What follows belongs to an exercise in optimizing a design on an open flow for small area; a production flow would make more cautious choices. Only simulation tests tie the RTL to the original design; equivalence was not proved. Power is estimated from default activity; no workload was simulated. The flow treats the clock pin as an ideal source, which a real chip does not have.

### flow/run.sh
#!/bin/bash
# The standard layout (standard.sh) with three changes:
#  - synthesis maps the combinational logic with an area-oriented ABC script;
#  - port buffers are sky130_fd_sc_hd__buf_1 instead of the default cell;
#  - clock-tree sinks are clustered into groups of up to 30, without dummy loads.
set -euo pipefail
W=$PWD
export CUSTOM_ABC_SCRIPT=$W/flow/abc_area.script
export FLOW_SYNTH_TCL=$W/synth_recipe.tcl
bash standard.sh \
  "SYNTH_SCRIPT=$W/flow/synth.tcl" \
  "BUFFER_PORTS_ARGS=-buffer_cell sky130_fd_sc_hd__buf_1" \
  "CTS_ARGS=-sink_clustering_enable -repair_clock_nets -sink_clustering_size 30 -sink_clustering_max_diameter 200 -dont_use_dummy_load" \
  finish > standard.log 2>&1
### flow/abc_area.script
strash
&get -n
&st
&syn2
&dch
&put
amap -m
### flow/synth.tcl
# The standard synthesis (synth_recipe.tcl), with Yosys's abc pass given
# an area-oriented ABC script (abc_area.script beside this file) in place of
# ORFS's speed script. Only the combinational mapping changes: the flip-flops
# are mapped by dfflibmap before abc runs, exactly as in the standard flow.
proc abc {args} {
  set i [lsearch -exact $args -script]
  if {$i >= 0} { lset args [expr {$i + 1}] $::env(CUSTOM_ABC_SCRIPT) }
  yosys abc {*}$args
}
source $::env(FLOW_SYNTH_TCL)
### standard.sh
#!/bin/bash
# synth_recipe.tcl (not shown) runs the flow's synth.tcl, then flattens the netlist and writes it again
# the make line also repeats each setting of config.mk as NAME=value (left out here)
make -C /OpenROAD-flow-scripts/flow DESIGN_CONFIG=/design/flow/config.mk WORK_HOME=/design/flow/orfs CLKGATE_MAP_FILE= SYNTH_SCRIPT=/design/flow/synth_recipe.tcl "${@:-finish}"
### config.mk
export PLATFORM = sky130hd
export DESIGN_NAME = adc16_top
export DESIGN_NICKNAME = adc16_top
export VERILOG_FILES = /design/flow/design.v
export SDC_FILE = /design/flow/constraint.sdc
export NUM_CORES = 4
export LEC_CHECK = 0
export CAP_MARGIN = 0
export CORE_MARGIN = 2
export CORE_UTILIZATION = 65
export PLACE_DENSITY = 0.75
export SLEW_MARGIN = 0
### constraint.sdc
create_clock -name core_clock -period 20.0 [get_ports {CLK}]
set_input_delay 4.0000 -clock core_clock [delete_from_list [all_inputs] [get_ports {CLK}]]
set_output_delay 4.0000 -clock core_clock [all_outputs]
set_load 0.01 [all_outputs]
### design.v
module UART_RX (
    input                 CLK,
    input                 RESET_n,
    input                 RX,
    output reg            RX_FF,
    output reg            RX_00
    );
    localparam [8:0] L_MID = 9'h026;   
    localparam [8:0] L_END = 9'h0b6;   
    reg                   BUSY;
    reg    [3:0]          cnt_bit;
    reg    [8:0]          cnt_clk;
    reg                   ones;
    reg                   zeros;
    reg                   VALID;
    wire                  end_cnt_clk = cnt_clk == L_END;
    wire                  end_cnt_bit = end_cnt_clk && cnt_bit == 10 - 1;
    wire                  mid         = cnt_clk == L_MID;
    always @(posedge CLK) begin
        if (!RESET_n)
            BUSY <= 0;
        else if (BUSY == 0 && RX == 0)
            BUSY <= 1;
        else if (cnt_bit == 0 && mid && RX == 1)
            BUSY <= 0;
        else if (end_cnt_bit)
            BUSY <= 0;
    end
    always @(posedge CLK) begin
        if (RESET_n && BUSY && !end_cnt_clk)
            cnt_clk <= {cnt_clk[7:0], ~(cnt_clk[8] ^ cnt_clk[4])};
        else
            cnt_clk <= 0;
    end
    always @(posedge CLK) begin
        if (!RESET_n)
            cnt_bit <= 0;
        else if (end_cnt_clk) begin
            if (end_cnt_bit)
                cnt_bit <= 0;
            else
                cnt_bit <= cnt_bit + 1'b1;
        end
    end
    always @(posedge CLK) begin
        if (mid && cnt_bit != 0 && cnt_bit != 10 - 1) begin
            ones  <= RX & (ones | cnt_bit == 1);
            zeros <= !RX & (zeros | cnt_bit == 1);
        end
    end
    always @(posedge CLK) begin
        VALID <= RESET_n && end_cnt_bit;
    end
    always @(posedge CLK) begin
        if (!RESET_n) begin
            RX_FF <= 1'b0;
            RX_00 <= 1'b1;
        end else if (VALID) begin
            RX_FF <= ones;
            RX_00 <= zeros;
        end
    end
endmodule
module uart_tx (
input               clk,
input               reset_n,
input               busy,
input               wbit,
output      [3:0]   bitno,
output              done,
output reg          TX
);
localparam [8:0] L_END = 9'h0b6;   
reg         [3:0]   cnt_bit;
reg         [8:0]   cnt_clk;
wire                end_cnt_clk = cnt_clk == L_END;
assign bitno = cnt_bit;
assign done = busy && end_cnt_clk && cnt_bit == 9;
always @(posedge clk) begin
    if (reset_n && busy && !end_cnt_clk)
        cnt_clk <= {cnt_clk[7:0], ~(cnt_clk[8] ^ cnt_clk[4])};
    else
        cnt_clk <= 0;
end
always @(posedge clk) begin
    if (!reset_n || done)
        cnt_bit <= 0;
    else if (busy && end_cnt_clk)
        cnt_bit <= cnt_bit + 1'b1;
end
always @(posedge clk or negedge reset_n) begin
    if (!reset_n)
        TX <= 1;
    else if (busy && cnt_clk == 0) begin
        if (cnt_bit == 0)
            TX <= 0;
        else if (cnt_bit == 9)
            TX <= 1;
        else
            TX <= wbit;
    end
end
endmodule
module LTC2203(
    input   wire           CLK,
    input   wire           RESET_n,
    input   wire           CLKOUT_U10_n,
    input   wire           CLKOUT_U11_n,
    input   wire           CLKOUT_U12_n,
    input   wire           CLKOUT_U13_n,
    input   wire           CLKOUT_U14_n,
    input   wire           CLKOUT_U15_n,
    input   wire           CLKOUT_U16_n,
    input   wire           CLKOUT_U17_n,
    input   wire           CLKOUT_U18_n,
    input   wire           CLKOUT_U19_n,
    input   wire           CLKOUT_U20_n,
    input   wire           CLKOUT_U21_n,
    input   wire           CLKOUT_U22_n,
    input   wire           CLKOUT_U23_n,
    input   wire           CLKOUT_U24_n,
    input   wire           CLKOUT_U25_n,
    input   wire           CLKOUT_U10_p,
    input   wire           CLKOUT_U11_p,
    input   wire           CLKOUT_U12_p,
    input   wire           CLKOUT_U13_p,
    input   wire           CLKOUT_U14_p,
    input   wire           CLKOUT_U15_p,
    input   wire           CLKOUT_U16_p,
    input   wire           CLKOUT_U17_p,
    input   wire           CLKOUT_U18_p,
    input   wire           CLKOUT_U19_p,
    input   wire           CLKOUT_U20_p,
    input   wire           CLKOUT_U21_p,
    input   wire           CLKOUT_U22_p,
    input   wire           CLKOUT_U23_p,
    input   wire           CLKOUT_U24_p,
    input   wire           CLKOUT_U25_p,
    input   wire  [15:0]   DATA_IN_U10,
    input   wire  [15:0]   DATA_IN_U11,
    input   wire  [15:0]   DATA_IN_U12,
    input   wire  [15:0]   DATA_IN_U13,
    input   wire  [15:0]   DATA_IN_U14,
    input   wire  [15:0]   DATA_IN_U15,
    input   wire  [15:0]   DATA_IN_U16,
    input   wire  [15:0]   DATA_IN_U17,
    input   wire  [15:0]   DATA_IN_U18,
    input   wire  [15:0]   DATA_IN_U19,
    input   wire  [15:0]   DATA_IN_U20,
    input   wire  [15:0]   DATA_IN_U21,
    input   wire  [15:0]   DATA_IN_U22,
    input   wire  [15:0]   DATA_IN_U23,
    input   wire  [15:0]   DATA_IN_U24,
    input   wire  [15:0]   DATA_IN_U25,
    output  wire  [15:0]   DATA_OUT_U10,
    output  wire  [15:0]   DATA_OUT_U11,
    output  wire  [15:0]   DATA_OUT_U12,
    output  wire  [15:0]   DATA_OUT_U13,
    output  wire  [15:0]   DATA_OUT_U14,
    output  wire  [15:0]   DATA_OUT_U15,
    output  wire  [15:0]   DATA_OUT_U16,
    output  wire  [15:0]   DATA_OUT_U17,
    output  wire  [15:0]   DATA_OUT_U18,
    output  wire  [15:0]   DATA_OUT_U19,
    output  wire  [15:0]   DATA_OUT_U20,
    output  wire  [15:0]   DATA_OUT_U21,
    output  wire  [15:0]   DATA_OUT_U22,
    output  wire  [15:0]   DATA_OUT_U23,
    output  wire  [15:0]   DATA_OUT_U24,
    output  wire  [15:0]   DATA_OUT_U25
    );
    wire       [15:0]      CLKOUT_n_bus = {CLKOUT_U25_n, CLKOUT_U24_n, CLKOUT_U23_n, CLKOUT_U22_n, CLKOUT_U21_n, CLKOUT_U20_n, CLKOUT_U19_n, CLKOUT_U18_n, CLKOUT_U17_n, CLKOUT_U16_n, CLKOUT_U15_n, CLKOUT_U14_n, CLKOUT_U13_n, CLKOUT_U12_n, CLKOUT_U11_n, CLKOUT_U10_n};
    wire       [255:0]     DATA_IN_bus  = {DATA_IN_U25, DATA_IN_U24, DATA_IN_U23, DATA_IN_U22, DATA_IN_U21, DATA_IN_U20, DATA_IN_U19, DATA_IN_U18, DATA_IN_U17, DATA_IN_U16, DATA_IN_U15, DATA_IN_U14, DATA_IN_U13, DATA_IN_U12, DATA_IN_U11, DATA_IN_U10};
    reg        [15:0]      CLKOUT_n_d;
    reg        [255:0]     DATA_IN_reg;
    always @(posedge CLK or negedge RESET_n) begin
        if (!RESET_n)
            CLKOUT_n_d <= 16'hFFFF;
        else
            CLKOUT_n_d <= CLKOUT_n_bus;
    end
    genvar k;
    generate
        for (k = 0; k < 16; k = k + 1) begin : g_ch
            always @(posedge CLK) begin
                if (CLKOUT_n_bus[k] && !CLKOUT_n_d[k])
                    DATA_IN_reg[16*k +: 16] <= DATA_IN_bus[16*k +: 16];
            end
        end
    endgenerate
    assign                 DATA_OUT_U10 = DATA_IN_reg[15:0];
    assign                 DATA_OUT_U11 = DATA_IN_reg[31:16];
    assign                 DATA_OUT_U12 = DATA_IN_reg[47:32];
    assign                 DATA_OUT_U13 = DATA_IN_reg[63:48];
    assign                 DATA_OUT_U14 = DATA_IN_reg[79:64];
    assign                 DATA_OUT_U15 = DATA_IN_reg[95:80];
    assign                 DATA_OUT_U16 = DATA_IN_reg[111:96];
    assign                 DATA_OUT_U17 = DATA_IN_reg[127:112];
    assign                 DATA_OUT_U18 = DATA_IN_reg[143:128];
    assign                 DATA_OUT_U19 = DATA_IN_reg[159:144];
    assign                 DATA_OUT_U20 = DATA_IN_reg[175:160];
    assign                 DATA_OUT_U21 = DATA_IN_reg[191:176];
    assign                 DATA_OUT_U22 = DATA_IN_reg[207:192];
    assign                 DATA_OUT_U23 = DATA_IN_reg[223:208];
    assign                 DATA_OUT_U24 = DATA_IN_reg[239:224];
    assign                 DATA_OUT_U25 = DATA_IN_reg[255:240];
endmodule
module DATA_TRANS(
    input   wire               CLK_50M,
    input   wire               RESET_n,
    input   wire   [15:0]      DATA_IN_U10,
    input   wire   [15:0]      DATA_IN_U11,
    input   wire   [15:0]      DATA_IN_U12,
    input   wire   [15:0]      DATA_IN_U13,
    input   wire   [15:0]      DATA_IN_U14,
    input   wire   [15:0]      DATA_IN_U15,
    input   wire   [15:0]      DATA_IN_U16,
    input   wire   [15:0]      DATA_IN_U17,
    input   wire   [15:0]      DATA_IN_U18,
    input   wire   [15:0]      DATA_IN_U19,
    input   wire   [15:0]      DATA_IN_U20,
    input   wire   [15:0]      DATA_IN_U21,
    input   wire   [15:0]      DATA_IN_U22,
    input   wire   [15:0]      DATA_IN_U23,
    input   wire   [15:0]      DATA_IN_U24,
    input   wire   [15:0]      DATA_IN_U25,
    input   wire               RX,
    output  wire               TX
    );
    localparam S_START = 3'd0,   
               S_WAIT  = 3'd1,   
               S_NEXT  = 3'd2,   
               S_SET   = 3'd3,
               S_REQ   = 3'd4,
               S_BUSY  = 3'd5,   
               S_POST  = 3'd6;   
    wire            [255:0]    DATA_IN = {DATA_IN_U25, DATA_IN_U24, DATA_IN_U23, DATA_IN_U22, DATA_IN_U21, DATA_IN_U20, DATA_IN_U19, DATA_IN_U18, DATA_IN_U17, DATA_IN_U16, DATA_IN_U15, DATA_IN_U14, DATA_IN_U13, DATA_IN_U12, DATA_IN_U11, DATA_IN_U10};
    reg             [255:0]    RING;
    reg             [ 3:0]     PHASE;
    reg                        NBIT;
    reg             [ 2:0]     STATE;
    reg             [ 5:0]     BYTE;       
    wire                       RX_FF;
    wire                       RX_00;
    wire            [ 3:0]     bitno;
    wire                       done;
    wire                       load = STATE == S_WAIT && RX_FF;
    wire            [15:0]     head;
    genvar c;
    generate
        for (c = 0; c < 16; c = c + 1) begin : g_ring
            always @(posedge CLK_50M) begin
                if (load)
                    RING[16*c +: 16] <= DATA_IN[16*c +: 16];
                else
                    RING[16*c +: 16] <= {RING[16*c], RING[16*c+1 +: 15]};
            end
            assign head[c] = RING[16*c];
        end
    endgenerate
    always @(posedge CLK_50M) begin
        if (load)
            PHASE <= 4'd0;
        else
            PHASE <= PHASE + 1'b1;
    end
    always @(posedge CLK_50M) begin
        if (PHASE == {BYTE[0], bitno[2:0]})
            NBIT <= head[BYTE[4:1]];
    end
    always @(posedge CLK_50M) begin
        if (!RESET_n) begin
            STATE <= S_START;
        end else begin
            case (STATE)
                S_START: STATE <= S_WAIT;
                S_WAIT: begin
                    BYTE <= 0;
                    if (RX_FF)
                        STATE <= S_NEXT;
                end
                S_NEXT: begin
                    if (!BYTE[5])
                        STATE <= S_SET;
                    else if (RX_00)
                        STATE <= S_START;
                end
                S_SET:  STATE <= S_REQ;
                S_REQ:  STATE <= S_BUSY;
                S_BUSY: if (done) STATE <= S_POST;
                S_POST: begin
                    BYTE <= BYTE + 1'b1;
                    STATE <= BYTE[0] ? S_NEXT : S_SET;
                end
                default: STATE <= S_START;
            endcase
        end
    end
    UART_RX i2(
        .CLK        (CLK_50M),
        .RESET_n    (RESET_n),
        .RX         (RX),
        .RX_FF      (RX_FF),
        .RX_00      (RX_00)
    );
    uart_tx i1 (
        .clk        (CLK_50M),
        .reset_n    (RESET_n),
        .busy       (STATE == S_BUSY),
        .wbit       (NBIT),
        .bitno      (bitno),
        .done       (done),
        .TX         (TX)
    );
endmodule
module adc16_top(
 	input                  CLK,
    input                  RESET_n,
	input                  RX1,
	output                 TX1,
    input   wire           CLKOUT_U10_n,
    input   wire           CLKOUT_U11_n,
    input   wire           CLKOUT_U12_n,
    input   wire           CLKOUT_U13_n,
    input   wire           CLKOUT_U14_n,
    input   wire           CLKOUT_U15_n,
    input   wire           CLKOUT_U16_n,
    input   wire           CLKOUT_U17_n,
    input   wire           CLKOUT_U18_n,
    input   wire           CLKOUT_U19_n,
    input   wire           CLKOUT_U20_n,
    input   wire           CLKOUT_U21_n,
    input   wire           CLKOUT_U22_n,
    input   wire           CLKOUT_U23_n,
    input   wire           CLKOUT_U24_n,
    input   wire           CLKOUT_U25_n,
    input   wire           CLKOUT_U10_p,
    input   wire           CLKOUT_U11_p,
    input   wire           CLKOUT_U12_p,
    input   wire           CLKOUT_U13_p,
    input   wire           CLKOUT_U14_p,
    input   wire           CLKOUT_U15_p,
    input   wire           CLKOUT_U16_p,
    input   wire           CLKOUT_U17_p,
    input   wire           CLKOUT_U18_p,
    input   wire           CLKOUT_U19_p,
    input   wire           CLKOUT_U20_p,
    input   wire           CLKOUT_U21_p,
    input   wire           CLKOUT_U22_p,
    input   wire           CLKOUT_U23_p,
    input   wire           CLKOUT_U24_p,
    input   wire           CLKOUT_U25_p,
    input   wire  [15:0]   DATA_IN_U10,
    input   wire  [15:0]   DATA_IN_U11,
    input   wire  [15:0]   DATA_IN_U12,
    input   wire  [15:0]   DATA_IN_U13,
    input   wire  [15:0]   DATA_IN_U14,
    input   wire  [15:0]   DATA_IN_U15,
    input   wire  [15:0]   DATA_IN_U16,
    input   wire  [15:0]   DATA_IN_U17,
    input   wire  [15:0]   DATA_IN_U18,
    input   wire  [15:0]   DATA_IN_U19,
    input   wire  [15:0]   DATA_IN_U20,
    input   wire  [15:0]   DATA_IN_U21,
    input   wire  [15:0]   DATA_IN_U22,
    input   wire  [15:0]   DATA_IN_U23,
    input   wire  [15:0]   DATA_IN_U24,
    input   wire  [15:0]   DATA_IN_U25
	);
    wire          [15:0]   DATA_OUT_U10;
    wire          [15:0]   DATA_OUT_U11;
    wire          [15:0]   DATA_OUT_U12;
    wire          [15:0]   DATA_OUT_U13;
    wire          [15:0]   DATA_OUT_U14;
    wire          [15:0]   DATA_OUT_U15;
    wire          [15:0]   DATA_OUT_U16;
    wire          [15:0]   DATA_OUT_U17;
    wire          [15:0]   DATA_OUT_U18;
    wire          [15:0]   DATA_OUT_U19;
    wire          [15:0]   DATA_OUT_U20;
    wire          [15:0]   DATA_OUT_U21;
    wire          [15:0]   DATA_OUT_U22;
    wire          [15:0]   DATA_OUT_U23;
    wire          [15:0]   DATA_OUT_U24;
    wire          [15:0]   DATA_OUT_U25;
    DATA_TRANS ins2(
        .CLK_50M        (CLK),
        .RESET_n        (RESET_n),
        .DATA_IN_U10    (DATA_OUT_U10),
        .DATA_IN_U11    (DATA_OUT_U11),
        .DATA_IN_U12    (DATA_OUT_U12),
        .DATA_IN_U13    (DATA_OUT_U13),
        .DATA_IN_U14    (DATA_OUT_U14),
        .DATA_IN_U15    (DATA_OUT_U15),
        .DATA_IN_U16    (DATA_OUT_U16),
        .DATA_IN_U17    (DATA_OUT_U17),
        .DATA_IN_U18    (DATA_OUT_U18),
        .DATA_IN_U19    (DATA_OUT_U19),
        .DATA_IN_U20    (DATA_OUT_U20),
        .DATA_IN_U21    (DATA_OUT_U21),
        .DATA_IN_U22    (DATA_OUT_U22),
        .DATA_IN_U23    (DATA_OUT_U23),
        .DATA_IN_U24    (DATA_OUT_U24),
        .DATA_IN_U25    (DATA_OUT_U25),
        .RX             (RX1),
        .TX             (TX1)
    );
    LTC2203 ins3(
        .CLK            (CLK),
        .RESET_n        (RESET_n),
        .CLKOUT_U10_n   (CLKOUT_U10_n),
        .CLKOUT_U11_n   (CLKOUT_U11_n),
        .CLKOUT_U12_n   (CLKOUT_U12_n),
        .CLKOUT_U13_n   (CLKOUT_U13_n),
        .CLKOUT_U14_n   (CLKOUT_U14_n),
        .CLKOUT_U15_n   (CLKOUT_U15_n),
        .CLKOUT_U16_n   (CLKOUT_U16_n),
        .CLKOUT_U17_n   (CLKOUT_U17_n),
        .CLKOUT_U18_n   (CLKOUT_U18_n),
        .CLKOUT_U19_n   (CLKOUT_U19_n),
        .CLKOUT_U20_n   (CLKOUT_U20_n),
        .CLKOUT_U21_n   (CLKOUT_U21_n),
        .CLKOUT_U22_n   (CLKOUT_U22_n),
        .CLKOUT_U23_n   (CLKOUT_U23_n),
        .CLKOUT_U24_n   (CLKOUT_U24_n),
        .CLKOUT_U25_n   (CLKOUT_U25_n),
        .CLKOUT_U10_p   (CLKOUT_U10_p),
        .CLKOUT_U11_p   (CLKOUT_U11_p),
        .CLKOUT_U12_p   (CLKOUT_U12_p),
        .CLKOUT_U13_p   (CLKOUT_U13_p),
        .CLKOUT_U14_p   (CLKOUT_U14_p),
        .CLKOUT_U15_p   (CLKOUT_U15_p),
        .CLKOUT_U16_p   (CLKOUT_U16_p),
        .CLKOUT_U17_p   (CLKOUT_U17_p),
        .CLKOUT_U18_p   (CLKOUT_U18_p),
        .CLKOUT_U19_p   (CLKOUT_U19_p),
        .CLKOUT_U20_p   (CLKOUT_U20_p),
        .CLKOUT_U21_p   (CLKOUT_U21_p),
        .CLKOUT_U22_p   (CLKOUT_U22_p),
        .CLKOUT_U23_p   (CLKOUT_U23_p),
        .CLKOUT_U24_p   (CLKOUT_U24_p),
        .CLKOUT_U25_p   (CLKOUT_U25_p),
        .DATA_IN_U10    (DATA_IN_U10),
        .DATA_IN_U11    (DATA_IN_U11),
        .DATA_IN_U12    (DATA_IN_U12),
        .DATA_IN_U13    (DATA_IN_U13),
        .DATA_IN_U14    (DATA_IN_U14),
        .DATA_IN_U15    (DATA_IN_U15),
        .DATA_IN_U16    (DATA_IN_U16),
        .DATA_IN_U17    (DATA_IN_U17),
        .DATA_IN_U18    (DATA_IN_U18),
        .DATA_IN_U19    (DATA_IN_U19),
        .DATA_IN_U20    (DATA_IN_U20),
        .DATA_IN_U21    (DATA_IN_U21),
        .DATA_IN_U22    (DATA_IN_U22),
        .DATA_IN_U23    (DATA_IN_U23),
        .DATA_IN_U24    (DATA_IN_U24),
        .DATA_IN_U25    (DATA_IN_U25),
        .DATA_OUT_U10   (DATA_OUT_U10),
        .DATA_OUT_U11   (DATA_OUT_U11),
        .DATA_OUT_U12   (DATA_OUT_U12),
        .DATA_OUT_U13   (DATA_OUT_U13),
        .DATA_OUT_U14   (DATA_OUT_U14),
        .DATA_OUT_U15   (DATA_OUT_U15),
        .DATA_OUT_U16   (DATA_OUT_U16),
        .DATA_OUT_U17   (DATA_OUT_U17),
        .DATA_OUT_U18   (DATA_OUT_U18),
        .DATA_OUT_U19   (DATA_OUT_U19),
        .DATA_OUT_U20   (DATA_OUT_U20),
        .DATA_OUT_U21   (DATA_OUT_U21),
        .DATA_OUT_U22   (DATA_OUT_U22),
        .DATA_OUT_U23   (DATA_OUT_U23),
        .DATA_OUT_U24   (DATA_OUT_U24),
        .DATA_OUT_U25   (DATA_OUT_U25)
    );
endmodule
==> results_dict.tcl, run 1 <==
set metrics [dict create \
    synthAdderAreaFrac 0.00568 \
    drv_cap 0 \
    cts-htree-levels 1 \
    dp_hpwl_um 19600 \
    hold_viol 0 \
    yosys_warnings 4 \
    grt_max_degree 166 \
    root_buffer "clkbuf_16" \
    synth-simple-area-share 0.0280 \
    status "no timing/DRC/antenna violations" \
    post_cts_resized 0 \
    syn_to_final_growth_pct 12.5 \
    clock-sinks 575 \
    drtIter0Drc 928 \
    r2r_start "ins2.STATE[1]$_SDFFE_PN0P_" \
    fmax_mhz 189 \
    vias_per_cell 5.66 \
    hp-start "ins3.DATA_IN_reg[5]$_DFFE_PP_" \
    layout.cells.most_common_list "dfxtp_1, buf_1, edfxtp_1, a22o_1" \
    dr.pass1.iters 5 \
    layout.nets 1652 \
    synthMuxAreaShare 0 \
    synth_area_mm2 0.0176 \
    final_common_cell "dfxtp_1" \
    fin_skew_ns 0.0639 \
    synth-edff-count 265 \
    num_io_pins 292 \
    critical_path.endpoint_type "flip-flop" \
    async_flop_share 0.0296 \
    setup_violations 0 \
    routed-via-count 9587 \
    synth_xor_area_frac 0 \
    antenna_found_initial 3 \
    crit_type "input port to flip-flop" \
    critPathArrivalTime_ns 5.47 \
    avgSynthCellArea_um2 17.1 \
    synthDistinctLibCells 32 \
    rsz0062_at_grt "no" \
    power.static_leakage_nw 7.11 \
    placed_area_mm2 0.0192 \
    syn_inst 1033 \
    final_area_mm2 0.0198 \
    peakVddDrop_mv 0.0768 \
    grt_pass1_wl_um 47600 \
    synth_top_area_cell "edfxtp_1" \
    io_buffers 275 \
    critPathLaunchType "input port" \
    period_minus_slack_ns 5.29 \
    cp_data_required_time_ns 20.18 \
    syn-num-nets 1332 \
    cts_tree "done" \
    fin_hold_ws_ns 0.389 \
    nFillCells 1712 \
    synth_top_family_by_area "compound AO/OA/AOI/OAI gates" \
    synth_compound_area_frac 0.147 \
    grt_use_total 0.212 \
    slew_headroom 0.294 \
    die-area_mm2 0.0284 \
    hp-class "flip-flop to flip-flop" \
    seq_area_mm2 0.0143 \
    drc 0 \
    ant_nets 0 \
    multiInputGateArea_mm2 0.00319 \
    cts_buffers 23 \
    ys_seq_area_frac 0.810 \
    path_max_fanout 23 \
    worstMarginPinSlew_ns 1.06 \
    cts.repair_timing.setup_buffer_count 0 \
    holdPathStages 1 \
    drive_above_1_share 0.0466 \
    cts_buffer_depth 3 \
    die_w_um 169 \
    rows 60 \
    slew_viol_final 0 \
    synth_top_area_frac 0.452 \
    grt_overflow 0 \
    clkTransAtPathRegs_ns 0.11 \
    wire_per_inst_um 18.2 \
    place_congestion 0.811 \
    synth_seq_cells 575 \
    grt_pass1_vias 9252 \
    period_share 0.265 \
    die_h_um 169 \
    whs_endpoint "ins2.RING[5]$_DFF_P_" \
    p_per_area_mw_per_mm2 97.3 \
    reg2regPathDepth 7 \
    tns_ns 0 \
    clk_latency_ns 0.55 \
    finalWirelength_um 30900 \
    holdBufCountCts 0 \
    start_util 0.657 \
    coreArea_mm2 0.0268 \
    r2r_slack_ns 16.70 \
    regToRegEndpoint "ins2.RING[144]$_DFF_P_" \
    synthTopCellsByArea "edfxtp_1, dfxtp_1, a22o_1, dfstp_2, clkinv_1" \
    synth_ff_type "dfxtp_1" \
]
-- cell usage after synthesis, drive strengths merged, types with 3 or more instances --
cell,count
a211oi,5
a21oi,4
a221o,3
a221oi,6
a22o,256
a22oi,3
clkinv,43
dfstp,17
dfxtp,293
edfxtp,265
ha,8
nand2,12
nand3,7
nor2,42
nor2b,24
nor3,8
nor4,6
o21ai,6
o22ai,12
-- power by group --
part / internal (mW) / switching (mW)
clock network: 0.207 / 0.316
registers: 1.30 / 0.0235
logic: 0.0452 / 0.0390
-- final cells by class --
cell class | instances | area share
diodes | 3 | 0.000379
clock buffers | 23 | 0.0290
inverters | 43 | 0.00852
multi-input cells | 415 | 0.161
flip-flops and latches | 575 | 0.720
well taps | 341 | 0.0215
repair buffers | 295 | 0.0597
-- stage by stage --
stage / power (mW) / util / worst slack [ns] / std cells
after floorplan: 1.39 / - / 8.51 / 1033
after global placement: 1.43 / 0.718 / 14.13 / 1669
after detailed placement: 1.43 / 0.718 / 14.08 / 1669
after CTS: 1.94 / 0.739 / 14.68 / 1692
after global routing: 2.00 / 0.740 / 14.56 / 1694
final: 1.93 / 0.740 / 14.71 / 1695
-- cells by family after synthesis --
logic type                 Yosys count
AOI/OAI and AO/OA                  304
adders and majority gates            8
DFF                                575
and+or+nand+nor                    103
buffers and inverters               43
-- critical path, cell delays in order --
cell and delay [ns]:
clkbuf_2 0.08, buf_4 0.39, clkinv_1 0.40, a21oi_1 0.58
-- per-layer routing --
layer | GRT usage | part of all wire
met2 | 0.333 | 0.46
met4 | 0.0528 | 0.021
met1 | 0.315 | 0.46
met5 | 0 | 0
met3 | 0.0362 | 0.058
-- worst max path at each step --
stage / start / slack, ns / depth (start not counted) / to
3_5_place_dp: RESET_n / 14.08 / 4 / ins2.BYTE[3]$_SDFFCE_PP0P_
4_1_cts: RESET_n / 14.68 / 4 / ins2.BYTE[3]$_SDFFCE_PP0P_
6_report: RESET_n / 14.71 / 4 / ins2.BYTE[3]$_SDFFCE_PP0P_
3_3_place_gp: RESET_n / 14.13 / 4 / ins2.BYTE[2]$_SDFFCE_PP0P_
5_1_grt: RESET_n / 14.56 / 4 / ins2.BYTE[3]$_SDFFCE_PP0P_
2_1_floorplan: ins2.STATE[1]$_SDFFE_PN0P_ / 8.51 / 6 / ins2.RING[0]$_DFF_P_
==> run 2, diff against run 1 <==
--- a/design.v
+++ b/design.v
@@ -246,14 +246,16 @@
     wire                       done;
     wire                       load = STATE == S_WAIT && RX_FF;
     wire            [15:0]     head;
-    genvar c;
+    wire                       empty = STATE == S_WAIT || (BYTE[4:0] == 31 && bitno[3]);
+    genvar c, j;
     generate
         for (c = 0; c < 16; c = c + 1) begin : g_ring
-            always @(posedge CLK_50M) begin
-                if (load)
-                    RING[16*c +: 16] <= DATA_IN[16*c +: 16];
-                else
-                    RING[16*c +: 16] <= {RING[16*c], RING[16*c+1 +: 15]};
+            for (j = 0; j < 16; j = j + 2) begin : g_st
+                always @(posedge CLK_50M) begin
+                    RING[16*c+j]   <= ~((load & DATA_IN[16*c+j]) | RING[16*c+j+1]);
+                    RING[16*c+j+1] <= ~((!load | DATA_IN[16*c+j+1]) &
+                                        (j == 14 ? (RING[16*c] | empty) : RING[16*c+j+2]));
+                end
             end
             assign head[c] = RING[16*c];
         end
@@ -266,7 +268,7 @@
     end
     always @(posedge CLK_50M) begin
         if (PHASE == {BYTE[0], bitno[2:0]})
-            NBIT <= head[BYTE[4:1]];
+            NBIT <= head[BYTE[4:1]] ^ !PHASE[0];
     end
     always @(posedge CLK_50M) begin
         if (!RESET_n) begin
==> run 2 against run 1 <==
  * Still clean on timing, DRC and antenna
  * Register-to-register slack better by 0.27 ns
  * Maximum frequency down 4.9%
  * Utilization up 0.83 points
  * Sequential share of layout area is 3.6 points higher
  * Final area fell by 4.7%
  * Worst hold slack worse by 0.073 ns
  * Die area fell by 5.0%
  * Combinational power grew 15%
  * Via count fell by 5.7%
  * Clock power hardly changed
  * Worst setup slack worse by 0.27 ns
  * Largest cell class unchanged
  * Largest power group unchanged
==> results_dict.tcl, run 2 <==
set metrics [dict create \
    status "no timing/DRC/antenna violations" \
    critPathLaunchType "input port" \
    avgSynthCellArea_um2 16.1 \
    path_max_fanout 23 \
    synthTopCellsByCount "dfxtp_1, edfxtp_1, a21oi_1" \
    synth_seq_cells 575 \
    slew_headroom 0.145 \
    wire_per_inst_um 17.4 \
    syn_inst 1041 \
    cts_buffer_depth 3 \
    dp_hpwl_um 19200 \
    io_buffers 275 \
    grt_pass1_wl_um 44400 \
    holdBufCountCts 0 \
    p_total_mw 2.00 \
    syn_to_final_growth_pct 13.0 \
    routed-via-count 9041 \
    start_util 0.662 \
    synth_top_area_cell "edfxtp_1" \
    layout.nets 1658 \
    grt_use_total 0.213 \
    coreArea_mm2 0.0253 \
    seq_area_mm2 0.0143 \
    comb_power_share 0.048 \
    clkPwrFrac 0.260 \
    place_congestion 0.833 \
    cts-htree-levels 1 \
    nFillCells 1635 \
    fmax_mhz 180 \
    switchingPower_uw 402 \
    finalWirelength_um 29300 \
    grt_util_met2 0.361 \
    die_h_um 164 \
    synth_top_area_frac 0.476 \
    cts.repair_timing.setup_buffer_count 0 \
    yosys_warnings 4 \
    die_w_um 164 \
    cts_tree "done" \
    drv_cap 0 \
    grt_max_degree 91 \
    synth_ff_type "dfxtp_1" \
    fin_skew_ns 0.0623 \
    worstMarginPinSlew_ns 1.28 \
    met3_usage 0.0407 \
    synth_area_mm2 0.0167 \
    vias_per_cell 5.36 \
    switching_share 0.201 \
    p_int_mw 1.60 \
    synthTopCellsByArea "edfxtp_1, dfxtp_1, a21oi_1, o21ai_0, dfstp_2" \
    multiInputGateArea_mm2 0.00229 \
    async_flop_share 0.0296 \
    hp-class "flip-flop to flip-flop" \
    clk_latency_ns 0.56 \
    synth-edff-count 265 \
    root_buffer "clkbuf_16" \
    clkTransAtPathRegs_ns 0.11 \
    ant_nets 0 \
    critical_path.endpoint_type "flip-flop" \
    period_minus_slack_ns 5.56 \
    rsz0062_at_grt "no" \
    antenna_found_initial 1 \
    ys_seq_area_frac 0.853 \
    cts_buffers 23 \
    num_io_pins 292 \
    slew_viol_final 0 \
    hold_viol 0 \
    layout.cells.most_common_list "dfxtp_1, buf_1, edfxtp_1, a21oi_1, o21ai_0" \
    synth_most_common_cell "dfxtp_1" \
    peakVddDrop_mv 0.0922 \
    post_cts_resized 0 \
    syn-num-nets 1341 \
    synthDistinctLibCells 30 \
    setup_violations 0 \
    final_util 0.748 \
    grt_overflow 0 \
    final_common_cell "dfxtp_1" \
    met1_usage 0.287 \
    period_share 0.278 \
    die-area_mm2 0.0270 \
    seqPwrFrac 0.691 \
    dr.pass1.iters 4 \
    p_per_area_mw_per_mm2 106 \
    crit_type "input port to flip-flop" \
    power.static_leakage_nw 6.57 \
    drc 0 \
    critPathArrivalTime_ns 5.77 \
    clock-sinks 575 \
    cp_data_required_time_ns 20.21 \
    drive_above_1_share 0.0442 \
    tns_ns 0 \
    fin_hold_ws_ns 0.316 \
    grt_pass1_vias 8845 \
    rows 58 \
    drtIter0Drc 747 \
    grt-busiest-layer "met2" \
]
run 2: changes by cell type in the layout (fill, tap and decap cells not counted), sizes merged, moves of 2 or more:
| cell | delta |
|---|---|
| buf | -3 |
| nand2 | -2 |
| a22o | -256 |
| or3 | +2 |
| o21ai | +110 |
| clkinv | +3 |
| o22ai | +14 |
| a21oi | +133 |
| nor2b | -2 |
| nor3 | +2 |
run 2: cell type report:
cell class | instances | area share
repair buffers | 292 | 0.0617
clock buffers | 23 | 0.0305
diodes | 2 | 0.000265
flip-flops and latches | 575 | 0.755
inverters | 46 | 0.00927
well taps | 330 | 0.0219
multi-input cells | 420 | 0.121
run 2: power groups by stage:
| stage | Sequential (mW) | Clock, mW | Combinational, mW |
|---|---|---|---|
| floorplan | 1.40 | 0 | 0.0549 |
| global placement | 1.40 | 0 | 0.0901 |
| detailed placement | 1.41 | 0 | 0.0972 |
| CTS | 1.38 | 0.532 | 0.0985 |
| global route | 1.39 | 0.569 | 0.112 |
| finish | 1.38 | 0.520 | 0.0969 |
run 2: final timing paths:
kind,from,end,slack (ns),cells after the start
min in group asynchronous,RESET_n,ins3.CLKOUT_n_d[1]$_DFF_PN1_,3.94,1
hold / removal,ins2.RING[21]$_DFF_P_,ins2.RING[20]$_DFF_P_,0.32,1
setup / recovery,RESET_n,ins2.BYTE[0]$_SDFFCE_PP0P_,14.44,3
hold reg to reg,ins2.RING[21]$_DFF_P_,ins2.RING[20]$_DFF_P_,0.32,1
max in group asynchronous,RESET_n,ins3.CLKOUT_n_d[15]$_DFF_PN1_,16.00,1
setup reg to reg,ins2.STATE[1]$_SDFFE_PN0P_,ins2.RING[192]$_DFF_P_,16.97,7
run 2: logic make-up (layout without fill, tap and decap cells):
logic type               count (synthesis)  in the layout  synth area share
AND/OR/NAND/NOR                        105            105            0.0302
other                                    0              2                 0
adder cells (fa/ha/maj)                  9              9           0.00673
AO/OA/AOI/OAI                          306            306            0.0993
flip-flops                             575            575             0.853
buffers and inverters                   46            361            0.0103
run 2: routing by layer:
layer  up-vias  share of wire
li1       4434              -
met1      4309           0.43
met2       255           0.48
met3        43          0.066
met4         0          0.021
met5         -              0
run 2: worst max-delay path, stage by stage:
cell	delay, ns
clkbuf_2	0.63
clkinv_1	0.53
a21oi_1	0.60
run 2: per-stage QoR:
stage | instance area (µm²) | std cells | setup WS [ns]
5_1_grt | 18900 | 1686 | 14.20
2_1_floorplan | 16700 | 1041 | 14.51
4_1_cts | 18900 | 1685 | 14.40
3_5_place_dp | 18300 | 1662 | 13.78
6_report | 18900 | 1688 | 14.44
3_3_place_gp | 18300 | 1662 | 13.81
==> run 3, diff against run 2 <==
--- a/flow/run.sh
+++ b/flow/run.sh
@@ -10,5 +10,5 @@
 bash standard.sh \
   "SYNTH_SCRIPT=$W/flow/synth.tcl" \
   "BUFFER_PORTS_ARGS=-buffer_cell sky130_fd_sc_hd__buf_1" \
-  "CTS_ARGS=-sink_clustering_enable -repair_clock_nets -sink_clustering_size 30 -sink_clustering_max_diameter 200 -dont_use_dummy_load" \
+  "CTS_ARGS=-sink_clustering_enable -repair_clock_nets -sink_clustering_size 16 -sink_clustering_max_diameter 200 -buf_list sky130_fd_sc_hd__clkbuf_8 -dont_use_dummy_load" \
   finish > standard.log 2>&1
==> run 3 against run 2 <==
  * Sequential power barely moved
  * Combinational power fell by 1%
  * Worst setup slack got worse by 0.0029 ns
  * Global-route usage rose by 0.16 points
  * Sequential share of layout area rose by 0.090 points
  * Synthesized area did not move
  * Clock power fell by 3%
  * Power fell by 0.92%
  * Clock-buffer cell count rose by 18
==> results_dict.tcl, run 3 <==
set metrics [dict create \
    slowest_stage "clkbuf_2" \
    grt_pass1_wl_um 44600 \
    coreArea_mm2 0.0253 \
    path_max_fanout 23 \
    grt_overflow 0 \
    layout.cells.most_common_list "dfxtp_1, buf_1, edfxtp_1, a21oi_1, o21ai_0" \
    grt_max_degree 91 \
    vias_per_cell 5.33 \
    critPathArrivalTime_ns 5.77 \
    root_buffer "clkbuf_8" \
    critical-path-max-stage-delay_ns 0.63 \
    holdBufCountCts 0 \
    seq_area_mm2 0.0143 \
    power.static_leakage_nw 6.58 \
    cp_top_family "buffers and inverters" \
    start_util 0.662 \
    final_common_cell "dfxtp_1" \
    die-area_mm2 0.0270 \
    period_share 0.278 \
    drtIter0Drc 688 \
    synth_top_area_cell "edfxtp_1" \
    ant_nets 0 \
    p_per_area_mw_per_mm2 105 \
    synthDistinctLibCells 30 \
    die_w_um 164 \
    cts_tree "done" \
    synth_ff_type "dfxtp_1" \
    synth-edff-count 265 \
    nFillCells 1632 \
    slew_headroom 0.151 \
    dp.cells 1662 \
    crit_type "input port to flip-flop" \
    drc 0 \
    regToRegEndpoint "ins2.RING[206]$_DFF_P_" \
    holdPathStages 1 \
    dp_hpwl_um 19200 \
    post_cts_resized 0 \
    tns_ns 0 \
    hp-class "flip-flop to flip-flop" \
    worstMarginPinSlew_ns 1.27 \
    die_h_um 164 \
    syn_to_final_growth_pct 12.8 \
    reg2regPathDepth 7 \
    final_util 0.747 \
    drive_above_1_share 0.0561 \
    drv_cap 0 \
    layout.nets 1675 \
    antenna_found_initial 1 \
    hp-start "ins2.RING[99]$_DFF_P_" \
    place_congestion 0.833 \
    cts-htree-levels 2 \
    clk_latency_ns 0.57 \
    final_area_mm2 0.0189 \
    placed_area_mm2 0.0183 \
    clkTransAtPathRegs_ns 0.09 \
    critPathLaunchType "input port" \
    clock-sinks 575 \
    io_buffers 275 \
    critical_path_buf_inv_count 2 \
    cts.repair_timing.setup_buffer_count 0 \
    peakVddDrop_mv 0.0851 \
    cp_data_required_time_ns 20.20 \
    avgSynthCellArea_um2 16.1 \
    grt_pass1_vias 8982 \
    wire_per_inst_um 17.1 \
    multiInputGateArea_mm2 0.00229 \
    cp_cell_sequence "clkbuf_2 -> clkinv_1 -> a21oi_1" \
    cts_buffers 41 \
    syn-num-nets 1341 \
    dr.pass1.iters 5 \
    fmax_mhz 180 \
    synth_area_mm2 0.0167 \
    num_io_pins 292 \
    layout.cells.non_filler 1705 \
    rsz0062_at_grt "no" \
    syn_inst 1041 \
    routed-via-count 9086 \
    r2r_start "ins2.STATE[1]$_SDFFE_PN0P_" \
    whs_endpoint "ins2.RING[98]$_DFF_P_" \
    synthTopCellsByArea "edfxtp_1, dfxtp_1, a21oi_1, o21ai_0, dfstp_2" \
    slew_viol_final 0 \
    grt_use_total 0.214 \
    synth_most_common_cell "dfxtp_1" \
    synthTopCellsByCount "dfxtp_1, edfxtp_1, a21oi_1" \
    period_minus_slack_ns 5.56 \
    setup_violations 0 \
    r2r_slack_ns 17.02 \
    cts_buffer_depth 3 \
    yosys_warnings 4 \
    critical_path.endpoint_type "flip-flop" \
    fin_skew_ns 0.0329 \
    synth_seq_cells 575 \
    synth_top_area_frac 0.476 \
    status "no timing/DRC/antenna violations" \
    async_flop_share 0.0296 \
    ys_seq_area_frac 0.853 \
    cp.depth 3 \
    rows 58 \
    hold_viol 0 \
    finalWirelength_um 29200 \
]
## run 3: cell counts after synthesis
Identical to the previous run, type by type.
## run 3: layout make-up
type,instances,share of cell area
inverter,46,0.00928
antenna,2,0.000265
tap,330,0.0219
timing repair buffer,291,0.0611
clock buffer,41,0.0299
multi-input combinational,420,0.121
sequential,575,0.756
## run 3: stage by stage
| stage | total power, mW | hold WS [ns] | worst slack, ns |
|---|---|---|---|
| 4_1_cts | 2.00 | 0.360 | 14.40 |
| 6_report | 1.98 | 0.361 | 14.44 |
| 2_1_floorplan | 1.45 | 0.354 | 14.51 |
| 3_5_place_dp | 1.50 | 0.362 | 13.78 |
| 3_3_place_gp | 1.49 | 0.356 | 13.81 |
| 5_1_grt | 2.06 | 0.377 | 14.19 |
## run 3: how the worst max path moves through the flow
| stage | from | endpoint | slack (ns) |
|---|---|---|---|
| 6_report | RESET_n | ins2.BYTE[1]$_SDFFCE_PP0P_ | 14.44 |
| 5_1_grt | RESET_n | ins2.i1.cnt_clk[0]$_SDFF_PN0_ | 14.19 |
| 4_1_cts | RESET_n | ins2.BYTE[1]$_SDFFCE_PP0P_ | 14.40 |
| 3_5_place_dp | RESET_n | ins2.BYTE[1]$_SDFFCE_PP0P_ | 13.78 |
| 3_3_place_gp | RESET_n | ins2.BYTE[1]$_SDFFCE_PP0P_ | 13.81 |
| 2_1_floorplan | ins2.STATE[1]$_SDFFE_PN0P_ | ins2.PHASE[2]$_SDFF_PN0_ | 14.51 |
## run 3: cell families (layout without fill, tap and decap cells)
logic type | count (synthesis) | count (layout) | synth area share
DFF | 575 | 575 | 0.853
other | 0 | 2 | 0
and+or+nand+nor | 105 | 105 | 0.0302
buffers and inverters | 46 | 378 | 0.0103
adders and majority gates | 9 | 9 | 0.00673
AOI/OAI and AO/OA | 306 | 306 | 0.0993
## run 3: where the power goes
part / internal (mW) / switching [mW]
registers: 1.35 / 0.0353
logic: 0.0426 / 0.0533
clock network: 0.185 / 0.318
## run 3: layer usage
metal	vias up	track usage	routed length, µm
met4	2	0.0652	556
met5	-	0	13
li1	4463	-	-
met1	4311	0.287	12600
met3	55	0.0462	2040
met2	255	0.357	13900
==> run 4, diff against run 3 <==
--- a/flow/run.sh
+++ b/flow/run.sh
@@ -10,5 +10,5 @@
 bash standard.sh \
   "SYNTH_SCRIPT=$W/flow/synth.tcl" \
   "BUFFER_PORTS_ARGS=-buffer_cell sky130_fd_sc_hd__buf_1" \
-  "CTS_ARGS=-sink_clustering_enable -repair_clock_nets -sink_clustering_size 16 -sink_clustering_max_diameter 200 -buf_list sky130_fd_sc_hd__clkbuf_8 -dont_use_dummy_load" \
+  "CTS_ARGS=-sink_clustering_enable -repair_clock_nets -sink_clustering_size 34 -sink_clustering_max_diameter 200 -dont_use_dummy_load" \
   finish > standard.log 2>&1
==> run 4 against run 3 <==
  * Non-clock buffer count stayed put
  * Combinational power hardly changed
  * Final area is 0.32% lower
  * Critical path depth stayed put
  * Critical path type unchanged
==> results_dict.tcl, run 4 <==
set metrics [dict create \
    grt_pass1_vias 8747 \
    clock-sinks 575 \
    slew_viol_final 0 \
    tns_ns 0 \
    clkTransAtPathRegs_ns 0.12 \
    synthTopCellsByCount "dfxtp_1, edfxtp_1, a21oi_1" \
    final_area_mm2 0.0188 \
    ys_seq_area_frac 0.853 \
    synthDistinctLibCells 30 \
    cp_data_required_time_ns 20.18 \
    hold_viol 0 \
    rsz0062_at_grt "no" \
    async_flop_share 0.0296 \
    cts-htree-levels 1 \
    fin_skew_ns 0.0222 \
    grt_overflow 0 \
    routed-via-count 8986 \
    cts.repair_timing.setup_buffer_count 0 \
    synth_top_area_frac 0.476 \
    status "no timing/DRC/antenna violations" \
    place_congestion 0.833 \
    hp-class "flip-flop to flip-flop" \
    fmax_mhz 180 \
    grt_pass1_wl_um 44300 \
    seq_area_mm2 0.0143 \
    layout.nets 1654 \
    peakVddDrop_mv 0.0954 \
    crit_type "input port to flip-flop" \
    grt_max_degree 91 \
    antenna_found_initial 3 \
    nFillCells 1633 \
    power.static_leakage_nw 6.53 \
    synth_area_mm2 0.0167 \
    wire_per_inst_um 17.3 \
    die-area_mm2 0.0270 \
    synth_top_area_cell "edfxtp_1" \
    finalWirelength_um 29100 \
    drive_above_1_share 0.0414 \
    path_max_fanout 23 \
    holdBufCountCts 0 \
    cts_tree "done" \
    avgSynthCellArea_um2 16.1 \
    synth_seq_cells 575 \
    p_per_area_mw_per_mm2 105 \
    worstMarginPinSlew_ns 1.26 \
    syn_inst 1041 \
    dr.pass1.iters 5 \
    syn_to_final_growth_pct 12.5 \
    drv_cap 0 \
    setup_violations 0 \
    num_io_pins 292 \
    dp_hpwl_um 19200 \
    period_minus_slack_ns 5.57 \
    clk_latency_ns 0.54 \
    critPathLaunchType "input port" \
    cts_buffer_depth 3 \
    final_util 0.745 \
    io_buffers 275 \
    layout.cells.non_filler 1685 \
    rows 58 \
    dp.cells 1662 \
    root_buffer "clkbuf_16" \
    critical_path.endpoint_type "flip-flop" \
    synth_ff_type "dfxtp_1" \
    post_cts_resized 0 \
    coreArea_mm2 0.0253 \
    synthTopCellsByArea "edfxtp_1, dfxtp_1, a21oi_1, o21ai_0, dfstp_2" \
    die_w_um 164 \
    fin_hold_ws_ns 0.373 \
    final_common_cell "dfxtp_1" \
    drc 0 \
    start_util 0.662 \
    period_share 0.278 \
    syn-num-nets 1341 \
    layout.cells.most_common_list "dfxtp_1, buf_1, edfxtp_1, a21oi_1, o21ai_0" \
    yosys_warnings 4 \
    vias_per_cell 5.33 \
    multiInputGateArea_mm2 0.00229 \
    ant_nets 0 \
    r2r_slack_ns 17.02 \
    placed_area_mm2 0.0183 \
    drtIter0Drc 713 \
    cts_buffers 20 \
    critPathArrivalTime_ns 5.75 \
    synth_most_common_cell "dfxtp_1" \
    die_h_um 164 \
    slew_headroom 0.157 \
    synth-edff-count 265 \
    grt_use_total 0.212 \
]
==> run 4: per-stage QoR <==
stage          setup slack [ns]  power, mW
3_3_place_gp              13.81       1.49
4_1_cts                   14.37       1.98
2_1_floorplan             14.51       1.45
3_5_place_dp              13.78       1.50
5_1_grt                   14.19       2.04
6_report                  14.43       1.97
==> run 4: kinds of logic (layout without fill, tap and decap cells) <==
family	after synthesis	in the layout	synth area share
flip-flops	575	575	0.853
adder cells (fa/ha/maj)	9	9	0.00673
other	0	3	0
AO/OA/AOI/OAI	306	306	0.0993
AND/OR/NAND/NOR	105	105	0.0302
buffers and inverters	46	357	0.0103
==> run 4: layer usage <==
layer  wire length (µm)  global-route usage  vias up
met2              13900               0.352      265
met5                 13                   0        -
met1              12400               0.293     4242
li1                   -                   -     4431
met3               2010              0.0397       46
met4                808              0.0601        2
==> run 4: worst paths after layout <==
check                                           startpoint                             to  cells after the start
min in group asynchronous                          RESET_n   ins3.CLKOUT_n_d[0]$_DFF_PN1_                      1
worst min-delay path                ins2.RING[209]$_DFF_P_         ins2.RING[208]$_DFF_P_                      1
worst max-delay path                               RESET_n     ins2.BYTE[0]$_SDFFCE_PP0P_                      3
max in group asynchronous                          RESET_n  ins3.CLKOUT_n_d[11]$_DFF_PN1_                      1
worst min register to register      ins2.RING[209]$_DFF_P_         ins2.RING[208]$_DFF_P_                      1
worst max register to register  ins2.STATE[1]$_SDFFE_PN0P_          ins2.RING[90]$_DFF_P_                      7
==> run 4: layout make-up <==
type                            instances  share of cell area
Sequential cell                       575               0.759
Antenna cell                            3            0.000399
Clock buffer                           20              0.0266
Tap cell                              330              0.0220
Inverter                               46             0.00931
Timing Repair Buffer                  291              0.0613
Multi-Input combinational cell        420               0.122
==> run 4: critical path: stages <==
cell,delay [ns]
clkbuf_2,0.62
clkinv_1,0.52
a21oi_1,0.60
==> run 4: power breakdown <==
part / switching (mW) / internal [mW] / leakage, nW
clock network: 0.306 / 0.182 / 0.246
registers: 0.0358 / 1.35 / 5.07
logic: 0.0535 / 0.0426 / 1.21
==> run 5, diff against run 4 <==
--- a/design.v
+++ b/design.v
@@ -7,55 +7,41 @@
     );
     localparam [8:0] L_MID = 9'h026;   
     localparam [8:0] L_END = 9'h0b6;   
-    reg                   BUSY;
     reg    [3:0]          cnt_bit;
     reg    [8:0]          cnt_clk;
     reg                   ones;
     reg                   zeros;
-    reg                   VALID;
+    wire                  busy        = !(cnt_bit[3] && cnt_bit[1]);
+    wire                  valid       = !busy && !cnt_bit[0];
     wire                  end_cnt_clk = cnt_clk == L_END;
-    wire                  end_cnt_bit = end_cnt_clk && cnt_bit == 10 - 1;
     wire                  mid         = cnt_clk == L_MID;
     always @(posedge CLK) begin
         if (!RESET_n)
-            BUSY <= 0;
-        else if (BUSY == 0 && RX == 0)
-            BUSY <= 1;
-        else if (cnt_bit == 0 && mid && RX == 1)
-            BUSY <= 0;
-        else if (end_cnt_bit)
-            BUSY <= 0;
+            cnt_bit <= 4'd15;
+        else if (!busy)
+            cnt_bit <= RX ? 4'd15 : 4'd0;
+        else if (cnt_bit == 0 && mid && RX)
+            cnt_bit <= 4'd15;
+        else if (end_cnt_clk)
+            cnt_bit <= cnt_bit + 1'b1;
     end
     always @(posedge CLK) begin
-        if (RESET_n && BUSY && !end_cnt_clk)
+        if (RESET_n && busy && !end_cnt_clk)
             cnt_clk <= {cnt_clk[7:0], ~(cnt_clk[8] ^ cnt_clk[4])};
         else
             cnt_clk <= 0;
     end
     always @(posedge CLK) begin
-        if (!RESET_n)
-            cnt_bit <= 0;
-        else if (end_cnt_clk) begin
-            if (end_cnt_bit)
-                cnt_bit <= 0;
-            else
-                cnt_bit <= cnt_bit + 1'b1;
-        end
-    end
-    always @(posedge CLK) begin
-        if (mid && cnt_bit != 0 && cnt_bit != 10 - 1) begin
+        if (mid && busy && cnt_bit != 0 && cnt_bit != 10 - 1) begin
             ones  <= RX & (ones | cnt_bit == 1);
             zeros <= !RX & (zeros | cnt_bit == 1);
         end
     end
     always @(posedge CLK) begin
-        VALID <= RESET_n && end_cnt_bit;
-    end
-    always @(posedge CLK) begin
         if (!RESET_n) begin
             RX_FF <= 1'b0;
             RX_00 <= 1'b1;
-        end else if (VALID) begin
+        end else if (valid) begin
             RX_FF <= ones;
             RX_00 <= zeros;
         end
@@ -64,40 +50,71 @@
 module uart_tx (
 input               clk,
 input               reset_n,
-input               busy,
-input               wbit,
-output      [3:0]   bitno,
-output              done,
+input               rx_ff,
+input               rx_00,
+input               nbit,
+output              load,       
+output reg  [5:0]   BYTE,       
+output      [2:0]   bitno,      
+output              empty,      
 output reg          TX
 );
 localparam [8:0] L_END = 9'h0b6;   
-reg         [3:0]   cnt_bit;
+localparam [3:0] T_POST = 4'd10, T_NEXT = 4'd12, T_SET = 4'd13, T_REQ = 4'd14,
+                 T_START = 4'd15;
+reg                 WAIT;
+reg         [3:0]   step;
 reg         [8:0]   cnt_clk;
+wire                busy = step <= 9;          
 wire                end_cnt_clk = cnt_clk == L_END;
-assign bitno = cnt_bit;
-assign done = busy && end_cnt_clk && cnt_bit == 9;
+assign load  = WAIT && rx_ff;
+assign bitno = step[2:0];
+assign empty = WAIT || (BYTE[4:0] == 31 && step == 9);
+always @(posedge clk) begin
+    if (!reset_n) begin
+        WAIT <= 1'b0;
+        step <= T_START;
+    end else if (WAIT) begin
+        if (rx_ff) begin
+            WAIT <= 1'b0;
+            step <= T_NEXT;
+            BYTE <= 0;
+        end
+    end else begin
+        case (step)
+            T_START: WAIT <= 1'b1;
+            T_NEXT: begin
+                if (!BYTE[5])
+                    step <= T_SET;
+                else if (rx_00)
+                    step <= T_START;
+            end
+            T_SET:  step <= T_REQ;
+            T_REQ:  step <= 4'd0;
+            T_POST: begin
+                BYTE <= BYTE + 1'b1;
+                step <= BYTE[0] ? T_NEXT : T_SET;
+            end
+            default: if (end_cnt_clk) step <= step + 1'b1;    
+        endcase
+    end
+end
 always @(posedge clk) begin
     if (reset_n && busy && !end_cnt_clk)
         cnt_clk <= {cnt_clk[7:0], ~(cnt_clk[8] ^ cnt_clk[4])};
     else
         cnt_clk <= 0;
 end
-always @(posedge clk) begin
-    if (!reset_n || done)
-        cnt_bit <= 0;
-    else if (busy && end_cnt_clk)
-        cnt_bit <= cnt_bit + 1'b1;
-end
 always @(posedge clk or negedge reset_n) begin
     if (!reset_n)
         TX <= 1;
     else if (busy && cnt_clk == 0) begin
-        if (cnt_bit == 0)
+        if (step == 0)
             TX <= 0;
-        else if (cnt_bit == 9)
+        else if (step == 9)
             TX <= 1;
         else
-            TX <= wbit;
+            TX <= nbit;
     end
 end
 endmodule
@@ -227,26 +244,17 @@
     input   wire               RX,
     output  wire               TX
     );
-    localparam S_START = 3'd0,   
-               S_WAIT  = 3'd1,   
-               S_NEXT  = 3'd2,   
-               S_SET   = 3'd3,
-               S_REQ   = 3'd4,
-               S_BUSY  = 3'd5,   
-               S_POST  = 3'd6;   
     wire            [255:0]    DATA_IN = {DATA_IN_U25, DATA_IN_U24, DATA_IN_U23, DATA_IN_U22, DATA_IN_U21, DATA_IN_U20, DATA_IN_U19, DATA_IN_U18, DATA_IN_U17, DATA_IN_U16, DATA_IN_U15, DATA_IN_U14, DATA_IN_U13, DATA_IN_U12, DATA_IN_U11, DATA_IN_U10};
     reg             [255:0]    RING;
     reg             [ 3:0]     PHASE;
     reg                        NBIT;
-    reg             [ 2:0]     STATE;
-    reg             [ 5:0]     BYTE;       
     wire                       RX_FF;
     wire                       RX_00;
-    wire            [ 3:0]     bitno;
-    wire                       done;
-    wire                       load = STATE == S_WAIT && RX_FF;
+    wire                       load;
+    wire            [ 5:0]     BYTE;
+    wire            [ 2:0]     bitno;
+    wire                       empty;
     wire            [15:0]     head;
-    wire                       empty = STATE == S_WAIT || (BYTE[4:0] == 31 && bitno[3]);
     genvar c, j;
     generate
         for (c = 0; c < 16; c = c + 1) begin : g_ring
@@ -270,34 +278,6 @@
         if (PHASE == {BYTE[0], bitno[2:0]})
             NBIT <= head[BYTE[4:1]] ^ !PHASE[0];
     end
-    always @(posedge CLK_50M) begin
-        if (!RESET_n) begin
-            STATE <= S_START;
-        end else begin
-            case (STATE)
-                S_START: STATE <= S_WAIT;
-                S_WAIT: begin
-                    BYTE <= 0;
-                    if (RX_FF)
-                        STATE <= S_NEXT;
-                end
-                S_NEXT: begin
-                    if (!BYTE[5])
-                        STATE <= S_SET;
-                    else if (RX_00)
-                        STATE <= S_START;
-                end
-                S_SET:  STATE <= S_REQ;
-                S_REQ:  STATE <= S_BUSY;
-                S_BUSY: if (done) STATE <= S_POST;
-                S_POST: begin
-                    BYTE <= BYTE + 1'b1;
-                    STATE <= BYTE[0] ? S_NEXT : S_SET;
-                end
-                default: STATE <= S_START;
-            endcase
-        end
-    end
     UART_RX i2(
         .CLK        (CLK_50M),
         .RESET_n    (RESET_n),
@@ -308,10 +288,13 @@
     uart_tx i1 (
         .clk        (CLK_50M),
         .reset_n    (RESET_n),
-        .busy       (STATE == S_BUSY),
-        .wbit       (NBIT),
+        .rx_ff      (RX_FF),
+        .rx_00      (RX_00),
+        .nbit       (NBIT),
+        .load       (load),
+        .BYTE       (BYTE),
         .bitno      (bitno),
-        .done       (done),
+        .empty      (empty),
         .TX         (TX)
     );
 endmodule
--- a/config.mk
+++ b/config.mk
@@ -7,6 +7,6 @@
 export LEC_CHECK = 0
 export CAP_MARGIN = 0
 export CORE_MARGIN = 2
-export CORE_UTILIZATION = 65
-export PLACE_DENSITY = 0.75
+export CORE_UTILIZATION = 75
+export PLACE_DENSITY = 0.85
 export SLEW_MARGIN = 0
==> run 5 against run 4 <==
  * Clock power about the same
  * Register-to-register slack got worse by 0.22 ns
  * Combinational power increased to 3.3 times the previous value
  * Flip-flop and latch count decreased by 4
  * Clock-buffer cell count unchanged
  * First-iteration DRC count increased by 13%
  * Power increased by 25%
  * Synthesized area decreased by 0.21%
  * Critical endpoint is now ins2.i1.BYTE[4]$_SDFFCE_PP0P_
==> results_dict.tcl, run 5 <==
set metrics [dict create \
    grt_pass1_wl_um 49500 \
    io_buffers 275 \
    vias_per_cell 5.71 \
    synth_area_mm2 0.0167 \
    cts_tree "done" \
    seqPwrFrac 0.673 \
    critical_path.endpoint_type "flip-flop" \
    synth_top_area_cell "edfxtp_1" \
    die-area_mm2 0.0235 \
    period_share 0.294 \
    syn_to_final_growth_pct 12.3 \
    r2r_slack_ns 16.80 \
    drc 0 \
    grt_max_degree 73 \
    coreArea_mm2 0.0218 \
    finalWorstSetupSlack_ns 14.13 \
    path_max_fanout 25 \
    synth_seq_cells 571 \
    syn-num-nets 1347 \
    synth_top_area_frac 0.477 \
    setup_violations 0 \
    p_int_mw 1.84 \
    cts-htree-levels 1 \
    drive_above_1_share 0.0442 \
    critPathArrivalTime_ns 6.04 \
    crit_path_end "ins2.i1.BYTE[4]$_SDFFCE_PP0P_" \
    die_w_um 153 \
    grt_pass1_vias 9520 \
    drtIter0Drc 808 \
    slew_viol_final 0 \
    syn_inst 1045 \
    comb_power_share 0.129 \
    synthTopCellsByCount "dfxtp_1, edfxtp_1, a21oi_1" \
    final_common_cell "dfxtp_1" \
    die_h_um 153 \
    root_buffer "clkbuf_16" \
    clock-sinks 571 \
    cts_buffers 20 \
    grt_overflow 0 \
    layout.cells.most_common_list "dfxtp_1, buf_1, edfxtp_1, a21oi_1, o21ai_0" \
    final_area_mm2 0.0187 \
    async_flop_share 0.0298 \
    grt_use_total 0.275 \
    dp.cells 1619 \
    r2r_start "ins2.i1.step[0]$_SDFFE_PN1P_" \
    ys_seq_area_frac 0.850 \
    power.static_leakage_nw 6.56 \
    placed_area_mm2 0.0182 \
    cp_data_required_time_ns 20.17 \
    crit_path_start "RESET_n" \
    num_io_pins 292 \
    seq_area_mm2 0.0142 \
    place_congestion 0.827 \
    post-place-ws_ns 13.45 \
    p_per_area_mw_per_mm2 131 \
    cts_buffer_depth 3 \
    avgSynthCellArea_um2 16.0 \
    tns_ns 0 \
    cts.repair_timing.setup_buffer_count 0 \
    switching_share 0.251 \
    synthTopCellsByArea "edfxtp_1, dfxtp_1, a21oi_1, o21ai_0, dfstp_2" \
    synth_most_common_cell "dfxtp_1" \
    crit_type "input port to flip-flop" \
    switchingPower_uw 619 \
    slowest_stage "a211oi_1" \
    synth_ff_type "dfxtp_1" \
    slew_headroom 0.233 \
    hold_viol 0 \
    wire_per_inst_um 20.0 \
    fmax_mhz 170 \
    clk_latency_ns 0.53 \
    hp-class "flip-flop to flip-flop" \
    clkTransAtPathRegs_ns 0.11 \
    worstMarginPinSlew_ns 1.14 \
    drv_cap 0 \
    critPathLaunchType "input port" \
    synth-edff-count 265 \
    rsz0062_at_grt "no" \
    clkPwrFrac 0.198 \
    cp_cell_sequence "clkbuf_2 -> clkinv_1 -> a211oi_1" \
    holdBufCountCts 0 \
    dr.pass1.iters 5 \
    nFillCells 1027 \
    ant_nets 0 \
    layout.nets 1663 \
    rows 54 \
    period_minus_slack_ns 5.87 \
    multiInputGateArea_mm2 0.00236 \
    post_cts_resized 0 \
    p_total_mw 2.46 \
    antenna_found_initial 2 \
    critical-path-max-stage-delay_ns 0.88 \
    yosys_warnings 4 \
    routed-via-count 9373 \
    peakVddDrop_mv 0.118 \
    synthDistinctLibCells 29 \
    reg2regPathDepth 12 \
    status "no timing/DRC/antenna violations" \
    dp_hpwl_um 21700 \
    layout.cells.non_filler 1641 \
    regToRegEndpoint "ins2.i1.step[0]$_SDFFE_PN1P_" \
    fin_skew_ns 0.0241 \
    start_util 0.765 \
    finalWirelength_um 32900 \
]
run 5: cell count changes after synthesis, moves of 3 or more:
cell,change
dfxtp_1,-4
a21oi_1,-3
clkinv_1,-8
nor2_1,+10
nand3_1,-4
nor2b_1,+6
o221ai_1,+3
o22ai_1,+3
o21ai_0,+5
nor4_1,-5
run 5: final cells by class:
| class | instances | area share |
|---|---|---|
| diodes | 2 | 0.000267 |
| multi-input cells | 436 | 0.126 |
| repair buffers | 294 | 0.0628 |
| well taps | 280 | 0.0187 |
| clock buffers | 20 | 0.0267 |
| inverters | 38 | 0.00775 |
| flip-flops and latches | 571 | 0.758 |
run 5: worst min-delay path by stage:
stage,from,end,slack (ns),cells past startpoint
after detailed placement,ins2.RING[44]$_DFF_P_,ins2.RING[43]$_DFF_P_,0.36,1
final,ins2.RING[162]$_DFF_P_,ins2.RING[161]$_DFF_P_,0.38,1
after global routing,ins2.RING[83]$_DFF_P_,ins2.RING[82]$_DFF_P_,0.39,1
after floorplan,ins2.RING[102]$_DFF_P_,ins2.RING[101]$_DFF_P_,0.35,1
after CTS,ins2.RING[162]$_DFF_P_,ins2.RING[161]$_DFF_P_,0.38,1
after global placement,ins2.RING[246]$_DFF_P_,ins2.RING[245]$_DFF_P_,0.35,1
run 5: cells by family after synthesis:
kind of cell / Yosys count / share of synthesized area
buf+inv: 38 / 0.00855
compound gates: 310 / 0.100
fa+ha+maj: 11 / 0.00825
flops: 571 / 0.850
simple gates: 115 / 0.0325
run 5: through the flow:
stage	util	hold slack, ns
after floorplan	-	0.354
after global placement	0.835	0.354
after detailed placement	0.835	0.361
after CTS	0.858	0.378
after global routing	0.858	0.394
final	0.858	0.378
run 5: power by group through the flow:
stage | Sequential [mW] | Clock, mW | Combinational (mW)
floorplan | 1.62 | 0 | 0.211
global route | 1.68 | 0.527 | 0.358
finish | 1.66 | 0.486 | 0.318
CTS | 1.66 | 0.492 | 0.318
global placement | 1.66 | 0 | 0.279
detailed placement | 1.67 | 0 | 0.310
run 5: metal layers:
layer,up-vias,share of wire,track usage
met2,386,0.52,0.496
li1,4432,-,-
met4,2,0.021,0.0631
met3,50,0.067,0.0510
met5,-,0.00037,0
met1,4503,0.39,0.352
run 5: worst max-delay path, delay by kind of cell:
kind / cells / cell delay (ns)
AO/OA/AOI/OAI: 1 / 0.88
buffers and inverters: 2 / 1.14

[afterwards: timing with drivers on the ports]
How much do the figures lean on ideal ports? The routed layouts below were timed once more, with nothing changed but the port constraints.
Step 1 sets driving cells, clkbuf_16 on the clock port and buf_2 on the other inputs (assumed; they add their load-dependent delay and slew).
Step 2 also shifts input and output timing later by t, the mid clock arrival at the registers, as if the neighbouring blocks saw the same clock.
a / b / c = ideal / step 1 / step 2; a / b = the first two.
run	t, ns	setup slack, ns	cell pins on the clock port's net
run 1	0.570	14.710 / 14.669 / 14.163	1
run 2	0.578	14.439 / 14.467 / 13.889	1
run 3	0.592	14.436 / 14.458 / 13.866	1
run 4	0.582	14.433 / 14.460 / 13.878	1
run 5	0.571	14.127 / 14.157 / 13.586	1
After both steps every run listed still meets setup and hold. The setup slack of run 3, which loses most, moves by +0.022 ns with the drivers and by -0.570 ns with both steps.
